What follows belongs to an exercise in optimizing a design on an open flow for small area; a production flow would make more cautious choices. Function was checked by simulation only, so behaviour that the tests miss may differ from the original. Power and IR drop assume default switching activity.

`design/flow/design.v`:
```
`timescale 1ns / 1ps
module FloatingPointAdder(
	input wire [26 : 0] in_1,
	input wire [26 : 0] in_2,
	input wire clk_pll,
	output wire [26 : 0] out
    );
	wire s1 = in_1[26];
	wire s2 = in_2[26];
	wire [7:0] e1 = in_1[25:18];
	wire [7:0] e2 = in_2[25:18];
	wire [17:0] f1 = in_1[17:0];
	wire [17:0] f2 = in_2[17:0];
	wire [8:0] ediff = {e1[7], e1} - {e2[7], e2};
	wire elt = ediff[8];
	wire swap = elt | ((e1 == e2) & (f1 < f2));
	wire [7:0] d = elt ? (e2 - e1) : ediff[7:0];
	reg p1_sign;
	reg p1_sub;
	reg [7:0] p1_exp;
	reg [17:0] p1_big;
	reg [17:0] p1_small;
	always @(posedge clk_pll)
	begin
		p1_sign <= swap ? s2 : s1;
		p1_sub <= s1 ^ s2;
		p1_exp <= swap ? e2 : e1;
		p1_big <= swap ? f2 : f1;
		p1_small <= (swap ? f1 : f2) >> d;
	end
	wire [18:0] sum = {1'b0, p1_big} + ({19{p1_sub}} ^ {1'b0, p1_small}) + {18'd0, p1_sub};
	reg p2_sign;
	reg [7:0] p2_exp;
	reg [18:0] p2_sum;
	always @(posedge clk_pll)
	begin
		p2_sign <= p1_sign;
		p2_exp <= p1_exp;
		p2_sum <= sum;
	end
	reg [4:0] lz;
	integer i;
	always @(*)
	begin
		lz = 5'd19;
		for (i = 0; i <= 18; i = i + 1)
			if (p2_sum[i]) lz = 18 - i;
	end
	wire [18:0] nrm = p2_sum << lz;
	wire [16:0] frac = nrm[17:1];
	wire [9:0] ex = {{2{p2_exp[7]}}, p2_exp} + 10'd1 - {5'd0, lz};
	wire [7:0] exs = (ex[9] & ~&ex[8:7]) ? 8'h80 :
	                 (~ex[9] & |ex[8:7]) ? 8'h7f : ex[7:0];
	wire zero = lz[4] & lz[1] & lz[0];
	assign out = {p2_sign & ~zero, exs, 1'b1, frac};
endmodule
```
`design/flow/flow/run.sh`:
```
#!/bin/bash
# Standard ORFS layout with these changes:
#  - port buffers use the smallest buffer cell (buf_1);
#  - clock tree of clkbuf_4 cells, without dummy balancing loads;
#  - adders use Yosys's default Brent-Kung carry network, not Kogge-Stone;
#  - no full/half-adder cell extraction; ABC maps all logic with the
#    area-oriented script flow/area.abc.
# Synthesis is the standard flow's own script (synth_recipe.tcl) with only the ABC call
# changed; registers are unchanged.
set -e
W=$PWD
sed 's|^  log_cmd abc {\*}\$abc_args$|  log_cmd abc -script $::env(MY_ABC_SCRIPT) {*}[lrange $abc_args 2 end]|' \
  $FLOW_HOME/scripts/synth.tcl > $W/synth_mod.tcl
grep -q MY_ABC_SCRIPT $W/synth_mod.tcl
sed "s|source \$::env(SCRIPTS_DIR)/synth.tcl|source $W/synth_mod.tcl|" synth_recipe.tcl > $W/flow_synth.tcl
grep -q synth_mod.tcl $W/flow_synth.tcl
sed "s|SYNTH_SCRIPT=[^ ]*|SYNTH_SCRIPT=$W/flow_synth.tcl|" standard.sh > $W/flow_standard.sh
grep -q flow_synth.tcl $W/flow_standard.sh
export MY_ABC_SCRIPT=$W/flow/area.abc
export BUFFER_PORTS_ARGS="-buffer_cell sky130_fd_sc_hd__buf_1"
export SYNTH_OPERATIONS_ARGS="-nofsm"
export ADDER_MAP_FILE=
export CTS_ARGS='-sink_clustering_enable -repair_clock_nets -buf_list sky130_fd_sc_hd__clkbuf_4 -dont_use_dummy_load'
bash $W/flow_standard.sh > $W/standard.log 2>&1
```
`design/flow/flow/area.abc`:
```
strash
balance -l
resub -K 6 -l
rewrite -l
resub -K 6 -N 2 -l
refactor -l
resub -K 8 -l
balance -l
resub -K 8 -N 2 -l
rewrite -l
resub -K 10 -l
rewrite -z -l
resub -K 10 -N 2 -l
balance -l
resub -K 12 -l
refactor -z -l
resub -K 12 -N 2 -l
rewrite -z -l
balance -l
dch
amap
topo
stime -c
```
`design/flow/standard.sh`:
```
#!/bin/bash
# synth_recipe.tcl (not shown) runs the flow's synth.tcl, then flattens the netlist and writes it again
# the make line also repeats each setting of config.mk as NAME=value (left out here)
make -C /OpenROAD-flow-scripts/flow DESIGN_CONFIG=/design/flow/config.mk WORK_HOME=/design/flow/orfs CLKGATE_MAP_FILE= SYNTH_SCRIPT=/design/flow/synth_recipe.tcl "${@:-finish}"
```
`design/flow/config.mk`:
```
export PLATFORM = sky130hd
export DESIGN_NAME = FloatingPointAdder
export DESIGN_NICKNAME = FloatingPointAdder
export VERILOG_FILES = /design/flow/design.v
export SDC_FILE = /design/flow/constraint.sdc
export NUM_CORES = 4
export LEC_CHECK = 0
export CAP_MARGIN = 20
export CORE_MARGIN = 2
export CORE_UTILIZATION = 60
export CTS_BUF_LIST = sky130_fd_sc_hd__clkbuf_4
export SLEW_MARGIN = 20
```
`design/flow/constraint.sdc`:
```
create_clock -name core_clock -period 5.5 [get_ports {clk_pll}]
set_input_delay 1.1000 -clock core_clock [delete_from_list [all_inputs] [get_ports {clk_pll}]]
set_output_delay 1.1000 -clock core_clock [all_outputs]
set_load 0.01 [all_outputs]
```
==> summary.txt, run 1 <==
status=timing/DRC/antenna clean; CP startpoint kind=input port; Antenna Cells=0; WHS Endpoint=p2_exp[6]; area delta synth->final=14.4%; CTS tree=yes; WHS Path Cells=0; Post-synth EDFFs=0; Worst-path clk slew=0.11 ns; Post-DP Area=about 0.0052 mm2; Worst-Margin Slew=0.774 ns; Max Clk Rate=0.196 GHz; #FFs+latches synth=74; filler cell count=668; CP Data Arrival Time=5.43 ns; synthesized area=about 0.0047 mm2; Core Util, Final=70.1%; Worst Path Required=5.82 ns; first-pass GRT wire length=21600 um; worst-case reg-to-reg path depth=41; Syn Area/Cell=6.73 um2; initial antenna violation count=0; Final Hold Vio Count=0; hpwl dp=10200 um; antenna viol nets, final=0; commonest non-fill, non-tap cell in the layout=nor2_1; Finish-stage setup viols=0; DRC=0; dpl ws=0.133 ns; pwr/cell area=366 mW/mm2; Iter 0 DRT Violations=332; PortBufs=80; crit path capture type=flop; VDD IR-drop max=0.155 mV; WL per Instance=14.2 um; die width=92.6 um; Core Area=around 0.0077 mm2; Synth Net Count=756; fin area=0.00539 mm2; # IOs=just over 80; CP max FO=28; total grt overflow=0; Num Clock Sinks=74; Die H=92.6 um; synth unique cells=32; RSZ-0062 raised after global routing=true; Hold Crit Class=reg -> reg; share of the synthesized area in the top cell type=around a third; fraction of layout cells with a size suffix above 1=5.84%; Main synth FF type=dfxtp_1; sequential area share after synthesis=31.4%; effective utilization at floorplan=61.3%; slack of the critical path=roughly 0.39 ns; largest net degree at the start of global routing=34; floorplan row count=32; WL final=approximately 13000 um; DR pass1 iterations=5; Post-synth ARST share=0%; nets@finish=~860; Slew Viols, Final=0; most frequent cells in the layout=nor2_1, clkinv_1, o22ai_1, buf_1, dfxtp_1; R2R setup slack=0.54 ns; Die ar.=around 0.0086 mm2; Mapped Cells=around 700; WS Path Type=in -> reg; GPL Wtd Cong=0.991; Pleak=about 1.9 nW; Bufs on Longest Clock Path=2; fin crit period=between 5 and 6 ns; Vias/cell=6.12; Hold Path Origin=p1_exp[6]; reg2reg end=p2_sum[18]; Tcrit/Tclk final=92.9%; H-tree depth=3; Setup Skew=0.0293 ns; Rel. slew slack=48.4%; RR Startpoint=p1_sub; max_cap viols=0; synth top area cells=dfxtp_1, o22ai_1, nor2_1; number of global-route vias before repair=5006; Root Buffer Master=clkbuf_4; DR vias=between 5000 and 6000; Clk Latency, worst-skew pair=0.39 ns; GRT Util Overall=a little under a third; CTS Buf Count=9; largest area contributor in the netlist=dfxtp_1; Yosys warnings=1
## synth_stat cells (4+ instances only)
master and n:
a22oi_1 18, o21a_1 25, nor3_1 4, o221ai_1 12, o21ai_0 67, dfxtp_1 74, clkinv_1 103, a21oi_1 51
a31oi_1 7, nand3_1 9, o22ai_1 94, or2_0 7, o22a_1 20, nor2_1 116, nand2_1 64
## where the power goes
group	switching [mW]	total (mW)	leakage, nW	internal, mW
logic	0.669	1.06	1.23	0.395
clock network	0.143	0.219	0.0414	0.0761
registers	0.0652	0.691	0.618	0.626
## state kept, by name, indices dropped and copies added, names as in the netlist
| signal | count |
|---|---|
| p2_sum | 19 |
| p1_exp | 8 |
| p1_big | 18 |
| p1_sign | 1 |
| p1_sub | 1 |
| p1_small | 18 |
| p2_sign | 1 |
| p2_exp | 8 |
## area by class of cell
| type | instances | area, um2 | area share (%) |
|---|---|---|---|
| clock buffers | 9 | 67.6 | 1.25 |
| inverters | 103 | 388 | 7.19 |
| multi-input cells | 523 | 2900 | 53.7 |
| flip-flops and latches | 74 | 1490 | 27.6 |
| well taps | 102 | 128 | 2.37 |
| repair buffers | 96 | 424 | 7.87 |
## repair_timing
action | 4_1_cts | 5_1_grt
setup endpoints to repair | 0 | 11
hold buffers | 0 | 0
resized for setup | 0 | 30
buffers inserted | 0 | 2
## critical path: stages
cell and delay [ns]:
buf_1 0.14, clkinv_1 0.11, a22oi_1 0.21, a222oi_1 0.10
a221oi_1 0.27, a21oi_1 0.12, o21ai_0 0.11, a31oi_1 0.10
a221oi_1 0.22, o21ai_0 0.13, o211a_1 0.12, a21oi_1 0.12
nor2_1 0.05, or3_1 0.30, nand2_1 0.10, o2111ai_1 0.13
nand4_1 0.11, nand3b_1 0.10, nand2_1 0.10, clkinv_2 0.29
o22ai_1 0.20, o22a_1 0.26, o22ai_1 0.23, a21oi_1 0.15
nor2b_1 0.15, o32a_1 0.32, nor2_1 0.08
## cells by family (layout without fill, tap and decap cells)
| logic type | count (synthesis) | after routing | synth area share [%] |
|---|---|---|---|
| compound gates | 311 | 311 | 42.0 |
| simple gates | 211 | 211 | 18.1 |
| buf+inv | 104 | 208 | 8.36 |
| flops | 74 | 74 | 31.4 |
| other cells | 1 | 1 | 0.0795 |
## routing by layer
metal  up-vias  global-route usage [%]  part of all wire, %  wire (um)
met1      2498                    37.4                   43       5570
met4         0                    12.0                  2.3        293
met3        24                    4.80                  6.2        801
met2       239                    53.9                   48       6250
li1       2788                       -                    -          -
met5         -                       0                    0          0
## per-stage QoR
stage | std cells | total power, mW | hold slack, ns | setup TNS, ns
after CTS | 905 | 1.93 | 0.298 | 0
after global routing | 907 | 2.13 | 0.289 | -0.0886
after detailed placement | 896 | 1.71 | 0.312 | 0
after floorplan | 701 | 1.42 | 0.310 | -0.0455
after global placement | 896 | 1.69 | 0.312 | 0
final | 907 | 1.97 | 0.295 | 0
## worst max path at each step
stage	cells past startpoint	slack, ns	startpoint	end
2_1_floorplan	28	-0.05	in_1[1]	p1_small[0]
3_3_place_gp	27	0.33	in_1[2]	p1_small[0]
3_5_place_dp	27	0.13	in_1[2]	p1_small[0]
4_1_cts	18	0.07	p2_sum[7]	out[21]
5_1_grt	41	-0.09	p1_sub	p2_sum[18]
6_report	27	0.39	in_1[2]	p1_small[0]
==> run 2, diff against run 1 <==
--- a/design/flow/flow/area.abc
+++ b/design/flow/flow/area.abc
@@ -18,6 +18,6 @@
 rewrite -z -l
 balance -l
 dch
-amap
+amap -F 2 -m
 topo
 stime -c
==> summary.txt, run 2 <==
status=timing/DRC/antenna clean; DR vias=5460; synth unique cells=34; Vias/cell=6.14; Worst-Margin Slew=0.575 ns; total power=1.97 mW; #FFs+latches synth=74; Die H=between 90 and 100 um; effective utilization at floorplan=about 63%; GPL Wtd Cong=roughly 1.0; die width=91.2 um; crit path max-delay cell type=dfxtp_1; max_cap viols=0; Post-DP Area=0.00514 mm2; Core Area=0.00729 mm2; Slew Viols, Final=0; fin area=0.00533 mm2; GRT Util Overall=30.9%; Main synth FF type=dfxtp_1; pwr/cell area=369 mW/mm2; top-count cell post-synth=nor2_1; Top Registers=p2_sum x19, p1_big x18, p1_small x18; sequential area share after synthesis=32.5%; hpwl dp=10100 um; # IOs=82; CP max FO=7; WL per Instance=14.6 um; slack of the critical path=0.387 ns; Setup Skew=roughly 0.033 ns; commonest cells in the synthesized netlist=nor2_1, o22ai_1, a21oi_1, dfxtp_1, clkinv_1; Hold Crit Class=reg -> reg; cell family with most CP delay=simple AND/OR/NAND/NOR gates; Placed Instances=878; initial antenna violation count=0; Clk Latency, worst-skew pair=0.40 ns; Synth Net Count=738; Post-synth ARST share=0%; CP startpoint kind=flop; Tcrit/Tclk final=93.0%; crit path capture type=primary output; nets@finish=between 800 and 900; most frequent cells in the layout=nor2_1, o22ai_1, buf_1, dfxtp_1, clkinv_1; dpl ws=0.0207 ns; Post-synth EDFFs=0; floorplan row count=31; synthesized area=0.00456 mm2; Root Buffer Master=clkbuf_4; Post-Layout Cell Count=889; CP bufs+invs=3; Worst Path Required=around 4.4 ns; CTS tree=yes; Biggest register=p2_sum; antenna viol nets, final=0; Finish-stage setup viols=0; total grt overflow=0; PortBufs=80; largest net degree at the start of global routing=36; area delta synth->final=16.8%; synth top area cells=dfxtp_1, o22ai_1, nor2_1; Antenna Cells=0; WS Path Type=reg -> out; fin crit period=5.11 ns; Final Hold Vio Count=0; fraction of layout cells with a size suffix above 1=7.09%; Die ar.=0.00832 mm2; largest area contributor in the netlist=dfxtp_1; setup tns final=0 ns; commonest non-fill, non-tap cell in the layout=nor2_1; Bufs on Longest Clock Path=2; Num Clock Sinks=74; VDD IR-drop max=0.123 mV; Yosys warnings=1; Largest register FFs=19; H-tree depth=3; CTS Buf Count=9; Mapped Cells=about 680; Syn Area/Cell=6.68 um2; DR pass1 iterations=5; Worst-path clk slew=0.12 ns; Max Clk Rate=0.196 GHz; Rel. slew slack=61.3%; number of global-route vias before repair=4721; Iter 0 DRT Violations=277; first-pass GRT wire length=21000 um; DRC=0; share of the synthesized area in the top cell type=between 30% and 40%; CP max stage delay=0.35 ns; Pleak=about 1.9 nW; CP Data Arrival Time=4.01 ns; WL final=13000 um
[run 2: worst register-to-register path: cells and delay by family, from the launching register on]
family | cells | cell delay (ns)
AOI/OAI and AO/OA | 21 | 3.08
and+or+nand+nor | 18 | 1.51
DFF | 1 | 0.38
[run 2: layer usage]
layer	share of wire, %	vias up	wire (um)	global-route usage [%]
li1	-	2755	-	-
met1	43	2452	5640	37.7
met2	49	221	6320	54.3
met3	5.5	32	720	5.06
met4	2.5	0	324	12.0
met5	0	-	0	0
[run 2: stage by stage]
step	hold slack (ns)	utilization, %
after floorplan	0.310	-
after global placement	0.314	70.5
after detailed placement	0.313	70.5
after CTS	0.298	71.6
after global routing	0.306	73.1
final	0.299	73.1
[run 2: repair_timing]
action                                  in CTS  in global routing
pin swaps                                    0                  3
buffers inserted                             0                  2
endpoints found under the setup margin       7                 17
resized for setup                            2                 29
hold buffers                                 0                  0
[run 2: logic make-up after synthesis]
logic type,Yosys count,synth area share [%]
AO/OA/AOI/OAI,307,41.5
AND/OR/NAND/NOR,228,19.9
flip-flops,74,32.5
buffers and inverters,73,6.09
other,1,0.0822
[run 2: final timing paths]
path              startpoint          to  slack [ns]  depth (start not counted)
hold / removal     p1_exp[6]   p2_exp[6]        0.30                          0
hold reg to reg    p1_exp[6]   p2_exp[6]        0.30                          0
setup reg to reg      p1_sub  p2_sum[18]        0.41                         39
setup / recovery   p2_sum[2]     out[22]        0.39                         25
[run 2: report_power, final]
| group | internal [mW] | leakage, nW | switching, mW | total, mW |
|---|---|---|---|---|
| sequential | 0.625 | 0.618 | 0.0843 | 0.710 |
| clock | 0.0760 | 0.0414 | 0.143 | 0.219 |
| combinational | 0.392 | 1.19 | 0.649 | 1.04 |
| total | 1.09 | 1.85 | 0.876 | 1.97 |
[run 2: cell type report]
cell class	count	area [um2]
well taps	99	124
inverters	72	278
flip-flops and latches	74	1480
multi-input cells	536	2920
repair buffers	99	463
clock buffers	9	67.6
fillers	619	1960
==> run 3, diff against run 2 <==
--- a/design/flow/flow/area.abc
+++ b/design/flow/flow/area.abc
@@ -18,6 +18,6 @@
 rewrite -z -l
 balance -l
 dch
-amap -F 2 -m
+amap -F 3
 topo
 stime -c
==> summary.txt, run 3 <==
status=timing/DRC/antenna clean; fin area=0.00535 mm2; H-tree depth=3; synth top area cells=dfxtp_1, o22ai_1, nor2_1; Sequential Area=0.00149 mm2; Biggest register=p2_sum; Post-DP Area=0.00512 mm2; Synth Net Count=728; largest family of logic cells by synthesized area=compound AO/OA/AOI/OAI gates; Top Registers=p2_sum x19, p1_big x18, p1_small x18; Pleak=between 1.5 and 2 nW; area delta synth->final=17.1%; crit path capture type=primary output; sequential area share after synthesis=32.4%; R2R setup slack=0.49 ns; filler cell count=approximately 600; WHS Endpoint=p2_exp[6]; total grt overflow=0; VDD IR-drop max=0.153 mV; Worst-path clk slew=0.12 ns; floorplan row count=31; initial antenna violation count=0; largest net degree at the start of global routing=47; fraction of layout cells with a size suffix above 1=7.70%; Yosys warnings=1; GPL Wtd Cong=0.937; Die ar.=0.00833 mm2; first-pass GRT wire length=21300 um; die width=91.2 um; # IOs=82; max_cap viols=0; Post-synth EDFFs=0; Worst-Margin Slew=0.620 ns; WS Path Type=reg -> out; worst-case reg-to-reg path depth=39; commonest cells in the synthesized netlist=nor2_1, o22ai_1, a21oi_1, dfxtp_1, clkinv_1; area of the multi-input gates=0.00295 mm2; synth unique cells=34; Finish-stage setup viols=0; Die H=between 90 and 100 um; top-count cell post-synth=nor2_1; setup tns final=0 ns; DR vias=5463; Worst path most repeated cell=nor2_1; slack of the critical path=0.279 ns; Hold Path Origin=p1_exp[6]; Syn Area/Cell=between 6 and 7 um2; WL per Instance=around 15 um; most frequent cells in the layout=nor2_1, o22ai_1, buf_1, dfxtp_1, clkinv_1; Root Buffer Master=clkbuf_4; Simple-Gate Fraction of Synth Area=19.5%; RR Startpoint=p1_sub; fin crit period=5.22 ns; Core Area=0.00733 mm2; CTS tree=yes; Post-synth ARST share=0%; Post-CTS Hold Buffers=0; Setup Skew=0.0384 ns; Tcrit/Tclk final=94.9%; Final Hold Vio Count=0; CP max FO=7; #FFs+latches synth=74; Slew Viols, Final=0; antenna viol nets, final=0; hpwl dp=roughly 10000 um; Compound-Gate Fraction of Synth Area=between 40% and 50%; commonest non-fill, non-tap cell in the layout=nor2_1; pwr/cell area=372 mW/mm2; Iter 0 DRT Violations=around 350; share of the synthesized area in the top cell type=32.4%; dpl ws=-0.0157 ns; post-synthesis mux area share=0%; Post-Synth XOR/XNOR Area=0%; final hold slack=0.326 ns; CTS Buf Count=9; Max Clk Rate=0.192 GHz; CP max stage delay=0.39 ns; crit path max-delay cell type=or3_4; synthesized area=0.00457 mm2; Num Clock Sinks=74; DRC=0; Rel. slew slack=between 50% and 60%; reg2reg end=p2_sum[18]; number of global-route vias before repair=4923; Adder-Cell Fraction of Synth Area=0%; Bufs on Longest Clock Path=2; CP Data Arrival Time=4.12 ns; largest area contributor in the netlist=dfxtp_1; PortBufs=80; Hold Crit Class=reg -> reg; GRT Util Overall=a little under a third; Main synth FF type=dfxtp_1; WHS Path Cells=0; Mapped Cells=between 600 and 700; nets@finish=between 800 and 900; Antenna Cells=0; Vias/cell=6.22; WL final=13300 um; Worst Path Required=about 4.4 ns; Largest register FFs=19; effective utilization at floorplan=roughly 62%; Clk Latency, worst-skew pair=0.40 ns; DR pass1 iterations=5; crit path from=p2_sum[0]; CP startpoint kind=flop
-- run 3: cell types whose count changed after synthesis, moves of 4 or more --
cell	delta
a21oi_1	-4
clkinv_1	-5
nand2_1	+6
nor2_1	-19
o21a_1	+6
o22a_1	+5
o22ai_1	-8
-- run 3: stage by stage --
| stage | cells | util (%) | power (mW) |
|---|---|---|---|
| global route | 878 | 72.9 | 2.13 |
| finish | 878 | 72.9 | 1.99 |
| detailed placement | 867 | 69.9 | 1.70 |
| floorplan | 673 | - | 1.41 |
| global placement | 867 | 69.9 | 1.68 |
| CTS | 876 | 70.8 | 1.92 |
-- run 3: area by class of cell --
cell class              instances  share of cell area, %
multi-input cells             531                   55.2
flip-flops and latches         74                   27.8
repair buffers                 98                   8.61
inverters                      67                   4.82
well taps                      99                   2.32
clock buffers                   9                   1.26
-- run 3: worst max path at each step --
stage	endpoint	slack [ns]	depth (start not counted)
after CTS	p2_sum[18]	0.07	38
final	out[24]	0.28	33
after global routing	p2_sum[18]	-0.07	38
after global placement	p1_small[1]	0.14	32
after detailed placement	p1_small[1]	-0.02	32
after floorplan	p1_small[0]	0.05	31
-- run 3: what timing repair did --
action / in CTS / in global routing
setup buffers: 0 / 2
resized for setup: 0 / 37
endpoints found under the setup margin: 0 / 17
-- run 3: report_power, final --
| group | switching (mW) | internal (mW) |
|---|---|---|
| Sequential | 0.0875 | 0.625 |
| Clock | 0.152 | 0.0762 |
| Combinational | 0.651 | 0.399 |
| Total | 0.890 | 1.10 |
-- run 3: kinds of logic after synthesis --
logic type / count (synthesis)
AO/OA/AOI/OAI: 309
buffers and inverters: 68
flip-flops: 74
other: 1
AND/OR/NAND/NOR: 221
-- run 3: metal layers --
| metal | global-route usage [%] | vias up | routed length, um |
|---|---|---|---|
| met3 | 4.23 | 39 | 759 |
| met2 | 53.7 | 214 | 6560 |
| met5 | 0 | - | 0 |
| met4 | 14.4 | 0 | 488 |
| li1 | - | 2737 | - |
| met1 | 37.7 | 2473 | 5510 |
-- run 3: worst max-delay path, delay by kind of cell, from the launching register on --
kind / cells / cell delay (ns)
buffers and inverters: 2 / 0.20
AOI/OAI and AO/OA: 5 / 0.68
DFF: 1 / 0.33
and+or+nand+nor: 26 / 2.51
==> run 4, diff against run 3 <==
--- a/design/flow/flow/area.abc
+++ b/design/flow/flow/area.abc
@@ -17,7 +17,7 @@
 resub -K 12 -N 2 -l
 rewrite -z -l
 balance -l
-dch
-amap -F 3
+dch -f
+amap
 topo
 stime -c
==> summary.txt, run 4 <==
Slew Viols, Final=0; area delta synth->final=14.3%; Bufs on Longest Clock Path=2; status=timing/DRC/antenna clean; WL per Instance=13.5 um; area of the multi-input gates=0.00302 mm2; Rel. slew slack=65.5%; hpwl dp=9990 um; Num Clock Sinks=74; WHS Path Cells=0; CP max FO=10; Syn Area/Cell=6.72 um2; fin area=0.00550 mm2; #FFs+latches synth=74; largest net degree at the start of global routing=35; synth top area cells=dfxtp_1, nor2_1, o22ai_1; crit path from=p2_sum[11]; CTS Buf Count=9; worst-case reg-to-reg path depth=39; VDD IR-drop max=between 0.1 and 0.15 mV; reg2reg end=p2_sum[18]; pwr/cell area=373 mW/mm2; Sequential Area=between 0.001 and 0.0015 mm2; synth unique cells=38; Synth Net Count=771; RR Startpoint=p1_sub; Final Hold Vio Count=0; effective utilization at floorplan=62.2%; number of global-route vias before repair=slightly below 5000; RSZ-0062 raised after global routing=false; most frequent cells in the layout=nor2_1, clkinv_1, buf_1, o22ai_1, dfxtp_1; Worst-path clk slew=roughly 0.12 ns; CP startpoint kind=flop; Mapped Cells=slightly above 700; CTS tree=yes; Max Clk Rate=~0.20 GHz; Iter 0 DRT Violations=367; first-pass GRT wire length=21100 um; filler cell count=667; die width=between 90 and 100 um; Core Area=0.00773 mm2; CP Data Arrival Time=3.92 ns; final hold slack=between 0.3 and 0.4 ns; floorplan row count=32; WL final=12500 um; sequential area share after synthesis=a little under a third; top-count cell post-synth=nor2_1; Root Buffer Master=clkbuf_4; Clk Latency, worst-skew pair=a little under 0.4 ns; max_cap viols=0; Pleak=1.97 nW; Setup Skew=0.0390 ns; GPL Wtd Cong=0.937; Yosys warnings=1; Top Registers=p2_sum x19, p1_big x18, p1_small x18; DRC=0; GRT Util Overall=29.6%; Die ar.=0.00875 mm2; Die H=approximately 94 um; DR pass1 iterations=5; share of the synthesized area in the top cell type=30.8%; synthesized area=0.00481 mm2; antenna viol nets, final=0; WHS Endpoint=p2_exp[7]; Post-synth EDFFs=0; Biggest register=p2_sum; Hold Crit Class=reg -> reg; Post-DP Area=0.00537 mm2; Hold Path Origin=p1_exp[7]; Finish-stage setup viols=0; fin crit period=5.02 ns; Post-synth ARST share=0%; Vias/cell=5.96; Worst Path Required=roughly 4.4 ns; total grt overflow=0; Main synth FF type=dfxtp_1; commonest non-fill, non-tap cell in the layout=nor2_1; Tcrit/Tclk final=91.3%; fraction of layout cells with a size suffix above 1=between 4 and 5%; Largest register FFs=19; crit path capture type=primary output; initial antenna violation count=1; H-tree depth=3; WS Path Type=reg -> out; setup tns final=0 ns; R2R setup slack=0.77 ns; Worst-Margin Slew=around 0.52 ns; nets@finish=878; DR vias=about 5500; PortBufs=80; largest area contributor in the netlist=dfxtp_1; commonest cells in the synthesized netlist=nor2_1, clkinv_1, o22ai_1, dfxtp_1, a21oi_1; # IOs=just over 80
==> run 4: cell count changes after synthesis, sizes merged, moves of 3 or more <==
| cell | previous run | this run |
|---|---|---|
| a21oi | 78 | 66 |
| a22oi | 2 | 20 |
| a31oi | 3 | 10 |
| and3 | 0 | 3 |
| clkinv | 67 | 93 |
| nand2 | 61 | 55 |
| nor2 | 127 | 140 |
| nor3 | 15 | 8 |
| nor4 | 5 | 0 |
| o21a | 12 | 24 |
| o221ai | 16 | 7 |
| o22ai | 96 | 76 |
| or2 | 3 | 18 |
==> run 4: worst max-delay path, cell delays in order (launching register included) <==
cell and delay, ns:
dfxtp_1 0.34, or2_0 0.25, nor3_1 0.26, nand2_1 0.22, nor2_1 0.21, clkinv_1 0.30
nand2_1 0.22, o21ai_1 0.12, a21oi_1 0.23, nand2_1 0.10, o21ai_0 0.12, nand2_1 0.10
o21ai_0 0.10, nand2_1 0.09, o21ai_0 0.12, nand2_1 0.13, nor3_1 0.16, buf_4 0.18
nor2_1 0.05, nor2_1 0.08, buf_1 0.15
==> run 4: cell type report <==
| class | instances | share of cell area [%] |
|---|---|---|
| clock buffers | 9 | 1.23 |
| repair buffers | 97 | 8.01 |
| multi-input cells | 548 | 55.0 |
| flip-flops and latches | 74 | 27.0 |
| inverters | 93 | 6.38 |
| well taps | 102 | 2.32 |
| diodes | 1 | 0.0455 |
==> run 4: logic make-up after synthesis <==
family,count (synthesis),synth area share [%]
other,1,0.0780
flip-flops,74,30.8
buffers and inverters,94,7.41
XOR/XNOR,1,0.182
AO/OA/AOI/OAI,308,40.9
AND/OR/NAND/NOR,238,20.7
==> run 4: worst max-delay path by stage <==
stage             endpoint  slack (ns)  cells after the start
2_1_floorplan  p1_small[0]        0.06                     21
3_3_place_gp   p1_small[0]        0.32                     27
3_5_place_dp   p1_small[0]        0.22                     25
4_1_cts            out[18]        0.14                     21
5_1_grt         p2_sum[18]       0.004                     40
6_report           out[18]        0.48                     20
==> run 4: stage by stage <==
stage | util [%] | setup WS, ns | instances | total power [mW]
after floorplan | - | 0.0625 | 716 | 1.49
after global placement | 69.5 | 0.318 | 913 | 1.77
after detailed placement | 69.5 | 0.216 | 913 | 1.80
after CTS | 70.4 | 0.142 | 922 | 2.02
after global routing | 71.1 | 0.00372 | 924 | 2.22
final | 71.1 | 0.479 | 924 | 2.05
==> run 4: power by group <==
| part | total, mW | internal (mW) | switching (mW) |
|---|---|---|---|
| combinational | 1.12 | 0.435 | 0.687 |
| sequential | 0.707 | 0.633 | 0.0739 |
| clock | 0.220 | 0.0762 | 0.144 |
| total | 2.05 | 1.14 | 0.904 |
==> run 4: layer usage <==
layer / vias up / track usage (%) / wire, um
met2: 203 / 52.5 / 5900
met4: 0 / 11.5 / 335
li1: 2835 / - / -
met1: 2436 / 36.2 / 5540
met3: 32 / 3.79 / 716
met5: - / 0 / 0
==> run 4: timing repair <==
action / CTS / global route
resized for setup: 0 / 25
hold endpoints to repair: 0 / 0
endpoints found under the setup margin: 0 / 15
hold buffers: 0 / 0
buffers inserted: 0 / 1
==> run 5, diff against run 4 <==
--- a/design/flow/flow/area.abc
+++ b/design/flow/flow/area.abc
@@ -18,6 +18,6 @@
 rewrite -z -l
 balance -l
 dch -f
-amap
+amap -F 2
 topo
 stime -c
--- a/design/flow/config.mk
+++ b/design/flow/config.mk
@@ -7,6 +7,6 @@
 export LEC_CHECK = 0
 export CAP_MARGIN = 20
 export CORE_MARGIN = 2
-export CORE_UTILIZATION = 60
+export CORE_UTILIZATION = 65
 export CTS_BUF_LIST = sky130_fd_sc_hd__clkbuf_4
 export SLEW_MARGIN = 20
==> summary.txt, run 5 <==
Core Area=0.00683 mm2; WL final=roughly 12000 um; Die ar.=slightly below 0.008 mm2; area delta synth->final=15.0%; first-pass GRT wire length=19800 um; share of the synthesized area in the top cell type=32.0%; Worst-Margin Slew=0.528 ns; Bufs on Longest Clock Path=2; Max Clk Rate=between 0.15 and 0.2 GHz; Antenna Cells=0; Worst-path clk slew=0.12 ns; Rel. slew slack=64.6%; status=timing/DRC/antenna clean; Die H=88.3 um; Top Registers=p2_sum x19, p1_big x18, p1_small x18; CTS tree=yes; largest net degree at the start of global routing=47; M1 WL=5210 um; max_cap viols=0; WS Path Type=reg -> reg; commonest non-fill, non-tap cell in the layout=nor2_1; Post-DP Area=approximately 0.0052 mm2; effective utilization at floorplan=67.7%; commonest cells in the synthesized netlist=nor2_1, a21oi_1, o22ai_1, dfxtp_1, clkinv_1; fin area=approximately 0.0053 mm2; pwr/cell area=381 mW/mm2; floorplan row count=30; # IOs=82; dpl ws=0.0994 ns; hpwl dp=9450 um; Main synth FF type=dfxtp_1; synthesized area=0.00462 mm2; CP Data Arrival Time=5.29 ns; Largest register FFs=19; Biggest register=p2_sum; Finish-stage setup viols=0; CTS Buf Count=9; synth top area cells=dfxtp_1, nor2_1, o22ai_1; die width=88.3 um; fraction of layout cells with a size suffix above 1=approximately 6%; H-tree depth=3; DR pass1 iterations=6; filler cell count=about 560; Worst path most repeated cell=nor2_1; top-count cell post-synth=nor2_1; DRC=0; DR vias=5488; DR top layer=met4; Synth Net Count=739; most frequent cells in the layout=nor2_1, o22ai_1, a21oi_1, buf_1, dfxtp_1; Syn Area/Cell=6.76 um2; R2R setup slack=0.49 ns; VDD IR-drop max=0.145 mV; WL per Instance=13.9 um; #FFs+latches synth=74; Slew Viols, Final=0; Clk Latency, worst-skew pair=0.40 ns; Post-CTS Hold Buffers=0; sequential area share after synthesis=32.0%; Tcrit/Tclk final=about nine tenths; CP max FO=27; crit path max-delay cell type=dfxtp_4; Yosys warnings=1; Worst Path Required=roughly 5.8 ns; number of global-route vias before repair=4609; Pleak=1.94 nW; GRT Util Overall=31.5%; PortBufs=80; initial antenna violation count=0; cell family with most CP delay=simple AND/OR/NAND/NOR gates; CP startpoint kind=flop; Root Buffer Master=clkbuf_4; Iter 0 DRT Violations=407; crit path capture type=flop; Setup Skew=0.0336 ns; synth unique cells=40; Post-synth EDFFs=0; Post-synth ARST share=0%; Hold Crit Class=reg -> reg; Num Clock Sinks=74; slack of the critical path=0.487 ns; antenna viol nets, final=0; DR WL met2=between 5000 and 6000 um; nets@finish=846; Core Util, Final=77.8%; CP bufs+invs=2; met3 WL=a little under 900 um; CP max stage delay=0.41 ns; final hold slack=roughly 0.30 ns; Vias/cell=6.20; GPL Wtd Cong=between 1 and 1.5; largest area contributor in the netlist=dfxtp_1; fin crit period=approximately 5 ns; total grt overflow=0; Mapped Cells=around 680; Final Hold Vio Count=0
-- run 5: cell count changes after synthesis, moves of 7 or more --
cell	change
a21oi_1	+27
clkinv_1	-27
o21a_1	-18
or2_0	-17
a22oi_1	-15
nor2_1	+11
o21ai_0	-10
a31oi_1	-9
o22ai_1	+8
nor3_1	+7
-- run 5: per-layer routing --
metal | track usage [%] | vias up
met5 | 0 | -
met4 | 12.9 | 0
met3 | 4.48 | 48
met2 | 53.9 | 260
met1 | 40.0 | 2413
li1 | - | 2767
-- run 5: final timing paths --
| check | from | endpoint | cells after the start |
|---|---|---|---|
| setup / recovery | p1_sub | p2_sum[18] | 36 |
| hold / removal | p1_exp[3] | p2_exp[3] | 0 |
| setup reg to reg | p1_sub | p2_sum[18] | 36 |
| hold reg to reg | p1_exp[3] | p2_exp[3] | 0 |
-- run 5: cells by family after synthesis --
logic type	after synthesis	synth area share (%)
compound gates	305	41.7
xor+xnor	1	0.189
buf+inv	67	5.52
flops	74	32.0
simple gates	236	20.5
other cells	1	0.0811
-- run 5: area by class of cell --
class                   count  area (um2)  area share (%)
clock buffers               9        67.6            1.27
inverters                  66         249            4.68
multi-input cells         543        2960            55.7
flip-flops and latches     74        1490            28.0
well taps                  96         120            2.26
repair buffers             97         432            8.12
-- run 5: power by group --
part	internal, mW	leakage [nW]	switching [mW]	total [mW]
combinational	0.423	1.28	0.662	1.08
sequential	0.632	0.619	0.0892	0.721
clock	0.0761	0.0414	0.145	0.221
-- run 5: what timing repair did --
item | in CTS | in global routing
setup buffers | 0 | 1
resized for setup | 0 | 21
setup endpoints to repair | 0 | 11
-- run 5: metrics by stage --
stage / setup TNS, ns / total power, mW / instances
floorplan: 0 / 1.47 / 684
global placement: 0 / 1.73 / 875
detailed placement: 0 / 1.76 / 875
CTS: 0 / 1.98 / 884
global route: -0.293 / 2.19 / 885
finish: 0 / 2.03 / 885
==> run 6, diff against run 5 <==
--- a/design/flow/config.mk
+++ b/design/flow/config.mk
@@ -7,6 +7,6 @@
 export LEC_CHECK = 0
 export CAP_MARGIN = 20
 export CORE_MARGIN = 2
-export CORE_UTILIZATION = 65
+export CORE_UTILIZATION = 55
 export CTS_BUF_LIST = sky130_fd_sc_hd__clkbuf_4
 export SLEW_MARGIN = 20
==> summary.txt, run 6 <==
Largest register FFs=19; DR vias=5278; synthesized area=0.00462 mm2; fraction of layout cells with a size suffix above 1=under 10%; sequential area share after synthesis=32.0%; Post-synth ARST share=0%; WL final=approximately 12000 um; DR pass1 iterations=5; CP startpoint kind=input port; internal power=1.13 mW; CP max FO=16; CP Data Arrival Time=around 5.3 ns; Worst-path clk slew=0.12 ns; Core Area=0.00818 mm2; top-count cell post-synth=nor2_1; pwr/cell area=between 300 and 400 mW/mm2; crit path from=in_2[19]; hpwl dp=9500 um; Root Buffer Master=clkbuf_4; effective utilization at floorplan=56.6%; Final Hold Vio Count=0; number of global-route vias before repair=between 4000 and 5000; Post-synth EDFFs=0; Rel. slew slack=61.1%; R2R setup slack=~0.65 ns; initial antenna violation count=0; CTS tree=yes; commonest non-fill, non-tap cell in the layout=nor2_1; Bufs on Longest Clock Path=2; crit path to=p1_small[4]; VDD IR-drop max=0.123 mV; WS Path Type=in -> reg; Hold Crit Class=reg -> reg; Synth Net Count=739; Seq pwr share=35.8%; reg2reg end=p2_sum[18]; die width=95.7 um; commonest cells in the synthesized netlist=nor2_1, a21oi_1, o22ai_1, dfxtp_1, clkinv_1; Num Clock Sinks=74; largest area contributor in the netlist=dfxtp_1; setup tns final=0 ns; most frequent cells in the layout=nor2_1, o22ai_1, a21oi_1, buf_1, dfxtp_1; H-tree depth=3; Switching Power=0.877 mW; RSZ-0062 raised after global routing=false; Mapped Cells=between 600 and 700; antenna viol nets, final=0; Finish-stage setup viols=0; Slew Viols, Final=0; Comb power frac=53.4%; fin area=0.00533 mm2; Worst Path Required=5.76 ns; share of the synthesized area in the top cell type=32.0%; Syn Area/Cell=6.76 um2; Main synth FF type=dfxtp_1; worst-case reg-to-reg path depth=39; Core Util, Final=65.2%; max_cap viols=0; switching portion of total power=43.8%; total power=2.00 mW; clock network fraction of total power=a little over a tenth; DRC=0; synth top area cells=dfxtp_1, nor2_1, o22ai_1; Post-DP Area=0.00520 mm2; #FFs+latches synth=74; status=timing/DRC/antenna clean; floorplan row count=33; final hold slack=0.294 ns; # IOs=82; total grt overflow=0; Tcrit/Tclk final=91.6%; Vias/cell=5.88; GRT Util Overall=25.9%; Max Clk Rate=0.198 GHz; Pleak=roughly 1.9 nW; Post-CTS Setup Repair Bufs=0; CTS Buf Count=9; Die ar.=0.00916 mm2; Iter 0 DRT Violations=258; Yosys warnings=1; PortBufs=80; synth unique cells=40; nets@finish=848; area delta synth->final=15.2%; RR Startpoint=p1_sub; WL per Instance=13.3 um; fin crit period=slightly above 5 ns; Top Registers=p2_sum x19, p1_big x18, p1_small x18; Setup Skew=~0.038 ns; GPL Wtd Cong=roughly 0.93; Biggest register=p2_sum; Worst-Margin Slew=0.582 ns; first-pass GRT wire length=18800 um; largest net degree at the start of global routing=35; Clk Latency, worst-skew pair=0.42 ns; crit path capture type=flop; Die H=95.7 um
[run 6: worst max-delay path, stage by stage]
cell and delay [ns]:
buf_1 0.08, clkinv_1 0.11, nor2_1 0.15, o21ai_0 0.13, nand2_1 0.12, nand2_1 0.08
a21oi_1 0.23, o22ai_1 0.14, a21oi_1 0.26, o21ai_0 0.14, a22oi_1 0.24, clkinv_1 0.20
o22ai_1 0.27, a21oi_1 0.11, a311oi_1 0.23, buf_4 0.19, nand2_1 0.29, o22ai_1 0.31
o22ai_1 0.16, o221a_1 0.28, a2111oi_1 0.46
[run 6: layer usage]
metal / global-route usage [%] / vias to the layer above / part of all wire [%]
met5: 0 / - / 0
met4: 6.90 / 0 / 1.2
met3: 3.76 / 14 / 6.2
met2: 44.2 / 181 / 47
met1: 34.2 / 2310 / 46
li1: - / 2773 / -
[run 6: cell families (layout without fill, tap and decap cells)]
group | after synthesis | in the layout | share of synthesized area [%]
buffers and inverters | 67 | 174 | 5.52
DFF | 74 | 74 | 32.0
xor gates and xnor gates | 1 | 1 | 0.189
and+or+nand+nor | 236 | 236 | 20.5
other | 1 | 2 | 0.0811
AOI/OAI and AO/OA | 305 | 305 | 41.7
[run 6: layout make-up]
type	count	area [um2]
Sequential cell	74	1480
Antenna cell	1	2.50
Multi-Input combinational cell	543	2950
Timing Repair Buffer	99	443
Clock buffer	9	67.6
Fill cell	778	2850
Inverter	66	249
Tap cell	105	131
[run 6: power by group through the flow]
| stage | sequential (mW) | clock [mW] | combinational [mW] |
|---|---|---|---|
| after detailed placement | 0.725 | 0 | 1.03 |
| final | 0.717 | 0.216 | 1.07 |
| after CTS | 0.713 | 0.223 | 1.04 |
| after floorplan | 0.709 | 0 | 0.758 |
| after global routing | 0.730 | 0.246 | 1.19 |
| after global placement | 0.722 | 0 | 1.02 |
[run 6: how the worst min path moves through the flow]
stage | from | end | slack (ns) | cells past startpoint
4_1_cts | p1_exp[6] | p2_exp[6] | 0.29 | 0
6_report | p1_exp[6] | p2_exp[6] | 0.29 | 0
3_3_place_gp | p1_exp[6] | p2_exp[6] | 0.31 | 0
5_1_grt | p1_exp[4] | p2_exp[4] | 0.30 | 0
2_1_floorplan | p1_exp[0] | p2_exp[0] | 0.31 | 0
3_5_place_dp | p1_exp[1] | p2_exp[1] | 0.31 | 0
[run 6: what timing repair did]
action | in CTS | in global routing
resized for setup | 0 | 15
setup endpoints to repair | 0 | 4
hold buffers | 0 | 0
[run 6: stage by stage]
| stage | cells | setup WS [ns] |
|---|---|---|
| 2_1_floorplan | 684 | 0.170 |
| 3_3_place_gp | 887 | 0.0352 |
| 3_5_place_dp | 887 | -0.0363 |
| 4_1_cts | 896 | 0.223 |
| 5_1_grt | 896 | 0.000262 |
| 6_report | 897 | 0.461 |
==> run 7, diff against run 6 <==
--- a/design/flow/config.mk
+++ b/design/flow/config.mk
@@ -7,6 +7,6 @@
 export LEC_CHECK = 0
 export CAP_MARGIN = 20
 export CORE_MARGIN = 2
-export CORE_UTILIZATION = 55
+export CORE_UTILIZATION = 60
 export CTS_BUF_LIST = sky130_fd_sc_hd__clkbuf_4
 export SLEW_MARGIN = 20
==> summary.txt, run 7 <==
cell family with most CP delay=compound AO/OA/AOI/OAI gates; internal power=1.13 mW; Die H=91.8 um; Adder-Cell Fraction of Synth Area=0%; number of global-route vias before repair=4623; Mapped Cells=684; cts repair resizes=0; Core Area=0.00761 mm2; Largest register FFs=19; Final Hold Vio Count=0; slack of the critical path=0.441 ns; Yosys warnings=1; Finish-stage setup viols=0; VDD IR-drop max=approximately 0.12 mV; Worst-Margin Slew=0.549 ns; dpl ws=0.0841 ns; synth top area cells=dfxtp_1, nor2_1, o22ai_1; largest area contributor in the netlist=dfxtp_1; WL per Instance=13.9 um; CTS tree=yes; area delta synth->final=15.3%; switching portion of total power=44.3%; GRT Util Overall=28.9%; CP max FO=15; Post-CTS Setup Repair Bufs=0; Post-synth ARST share=0%; Simple-Gate Fraction of Synth Area=20.5%; first-pass GRT wire length=20100 um; Tcrit/Tclk final=approximately 92%; Top Registers=p2_sum x19, p1_big x18, p1_small x18; Hold Crit Class=reg -> reg; DR vias=5379; Post-CTS Hold Buffers=0; Synth Net Count=roughly 740; PortBufs=80; Antenna Cells=0; crit path capture type=flop; share of the synthesized area in the top cell type=32.0%; status=timing/DRC/antenna clean; pwr/cell area=380 mW/mm2; max_cap viols=0; total grt overflow=0; Syn Area/Cell=6.76 um2; CP max stage delay=around 0.45 ns; crit path max-delay cell type=a2111oi_0; Worst-path clk slew=approximately 0.11 ns; CP Data Arrival Time=5.31 ns; CTS Buf Count=9; die width=91.8 um; sequential area share after synthesis=32.0%; nets@finish=847; #FFs+latches synth=74; CP startpoint kind=input port; clock network fraction of total power=11.0%; most frequent cells in the layout=nor2_1, o22ai_1, buf_1, a21oi_1, dfxtp_1; antenna viol nets, final=0; WS Path Type=in -> reg; Root Buffer Master=clkbuf_4; Post-Synth XOR/XNOR Area=less than 1%; Compound-Gate Fraction of Synth Area=a little over two fifths; commonest cells in the synthesized netlist=nor2_1, a21oi_1, o22ai_1, dfxtp_1, clkinv_1; GPL Wtd Cong=0.921; Setup Skew=0.0288 ns; Main synth FF type=dfxtp_1; floorplan row count=32; CP Cell Sequence=buf_1, clkinv_1, nor2_1, o21ai_0, nand2_1, nand2_1, a21oi_1, o22ai_1, a21oi_1, o21ai_0, a22oi_1, clkinv_1, o22ai_1, a21oi_1, a311oi_1, buf_4, o21ai_0, buf_4, o22ai_1, o22ai_1, o221a_1, a2111oi_0; Post-synth EDFFs=0; Rel. slew slack=~62%; effective utilization at floorplan=60.8%; Iter 0 DRT Violations=283; fin crit period=5.06 ns; Num Clock Sinks=between 70 and 80; Worst Path Required=5.75 ns; DR pass1 iterations=5; largest net degree at the start of global routing=36; commonest non-fill, non-tap cell in the layout=nor2_1; Clk Latency, worst-skew pair=approximately 0.40 ns; largest family of logic cells by synthesized area=compound AO/OA/AOI/OAI gates; H-tree depth=3; Switching Power=approximately 0.9 mW; top-count cell post-synth=nor2_1; Pleak=1.95 nW; Max Clk Rate=0.198 GHz; fraction of layout cells with a size suffix above 1=about 6.2%; Worst path most repeated cell=o22ai_1; post-synthesis mux area share=0%; CP bufs+invs=5; Slew Viols, Final=0; Seq pwr share=between 30% and 40%; # IOs=~80; Vias/cell=6.03; Biggest register=p2_sum; synthesized area=0.00462 mm2; synth unique cells=40; DRC=0; initial antenna violation count=0; hpwl dp=9750 um; final hold slack=0.303 ns; Bufs on Longest Clock Path=2; WL final=12400 um; Die ar.=0.00843 mm2; Comb power frac=a little over half
## run 7: cell counts after synthesis
No cell type changed its count.
## run 7: logic make-up (layout without fill, tap and decap cells)
| family | Yosys count | after routing |
|---|---|---|
| buffers and inverters | 67 | 173 |
| DFF | 74 | 74 |
| and+or+nand+nor | 236 | 236 |
| xor gates and xnor gates | 1 | 1 |
| AOI/OAI and AO/OA | 305 | 305 |
| other | 1 | 1 |
## run 7: per-layer routing
metal  GRT usage [%]  part of all wire [%]  vias to the layer above
met5               0                     0                        -
met1            37.0                    44                     2390
met4            9.95                   2.1                        0
met3            4.44                   5.4                       31
li1                -                     -                     2767
met2            49.6                    49                      191
## run 7: metrics by stage
step	cell area (um2)	power, mW	setup TNS, ns	instances	utilization, %
floorplan	4640	1.47	0	684	-
global placement	5190	1.74	0	883	68.3
detailed placement	5190	1.77	0	883	68.3
CTS	5260	1.99	0	892	69.2
global route	5330	2.19	-0.0992	892	70.1
finish	5330	2.03	0	892	70.1
## run 7: area by class of cell
class,instances,area [um2]
tap,102,128
multi-input combinational,543,2970
clock buffer,9,67.6
timing repair buffer,98,439
fill,685,2270
inverter,66,249
sequential,74,1480
## run 7: path summary, 6_finish.rpt
| check | startpoint | end | slack, ns | cells after the start |
|---|---|---|---|---|
| worst max-delay path | in_2[19] | p1_small[4] | 0.44 | 22 |
| worst min-delay path | p1_exp[0] | p2_exp[0] | 0.30 | 0 |
| worst max register to register | p1_sub | p2_sum[18] | 0.52 | 39 |
| worst min register to register | p1_exp[0] | p2_exp[0] | 0.30 | 0 |
## run 7: power groups by stage
stage / Sequential [mW] / Combinational (mW) / Clock (mW)
floorplan: 0.709 / 0.758 / 0
global placement: 0.722 / 1.02 / 0
detailed placement: 0.726 / 1.04 / 0
CTS: 0.714 / 1.05 / 0.227
global route: 0.736 / 1.20 / 0.249
finish: 0.720 / 1.09 / 0.222

port drivers added, routing unchanged:
The results above use ideal ports. As a check the final layouts listed here were re-extracted and re-timed, cells and wires unchanged. Step 1 (the two cells are an assumption about what drives the block):
set clk [get_ports {clk_pll}]
set_driving_cell -lib_cell sky130_fd_sc_hd__clkbuf_16 $clk
set_driving_cell -lib_cell sky130_fd_sc_hd__buf_2 [delete_from_list [all_inputs] $clk]
Step 2 adds t to the input delays and takes it off the output delays; t is the mean of the earliest and latest rising clock arrival at the registers after step 1. Input paths then give back, and output paths get back, about the clock's delay inside the block. Slacks: ideal / step 1 / step 2; pairs: ideal / step 1.
run	shift t [ns]	slack for setup (ns)	hold slack, ns	worst slew at a driven data input, ns
run 1	0.405	0.388 / 0.395 / -0.010	0.295 / 0.295 / 0.295	0.03
run 2	0.419	0.387 / 0.357 / 0.034	0.299 / 0.299 / 0.299	0.03
run 3	0.413	0.279 / 0.251 / -0.005	0.326 / 0.326 / 0.326	0.04
run 4	0.405	0.479 / 0.449 / 0.199	0.309 / 0.309 / 0.309	0.03
run 5	0.411	0.487 / 0.487 / 0.118	0.297 / 0.297 / 0.297	0.04
run 6	0.425	0.461 / 0.471 / 0.046	0.294 / 0.294 / 0.294	0.03
run 7	0.409	0.441 / 0.447 / 0.038	0.303 / 0.303 / 0.303	0.04
Met with ideal ports but missed after step 2: setup timing in run 1 and run 3. The setup slack of run 6, which loses most, moves by +0.010 ns with the drivers and by -0.415 ns with both steps.
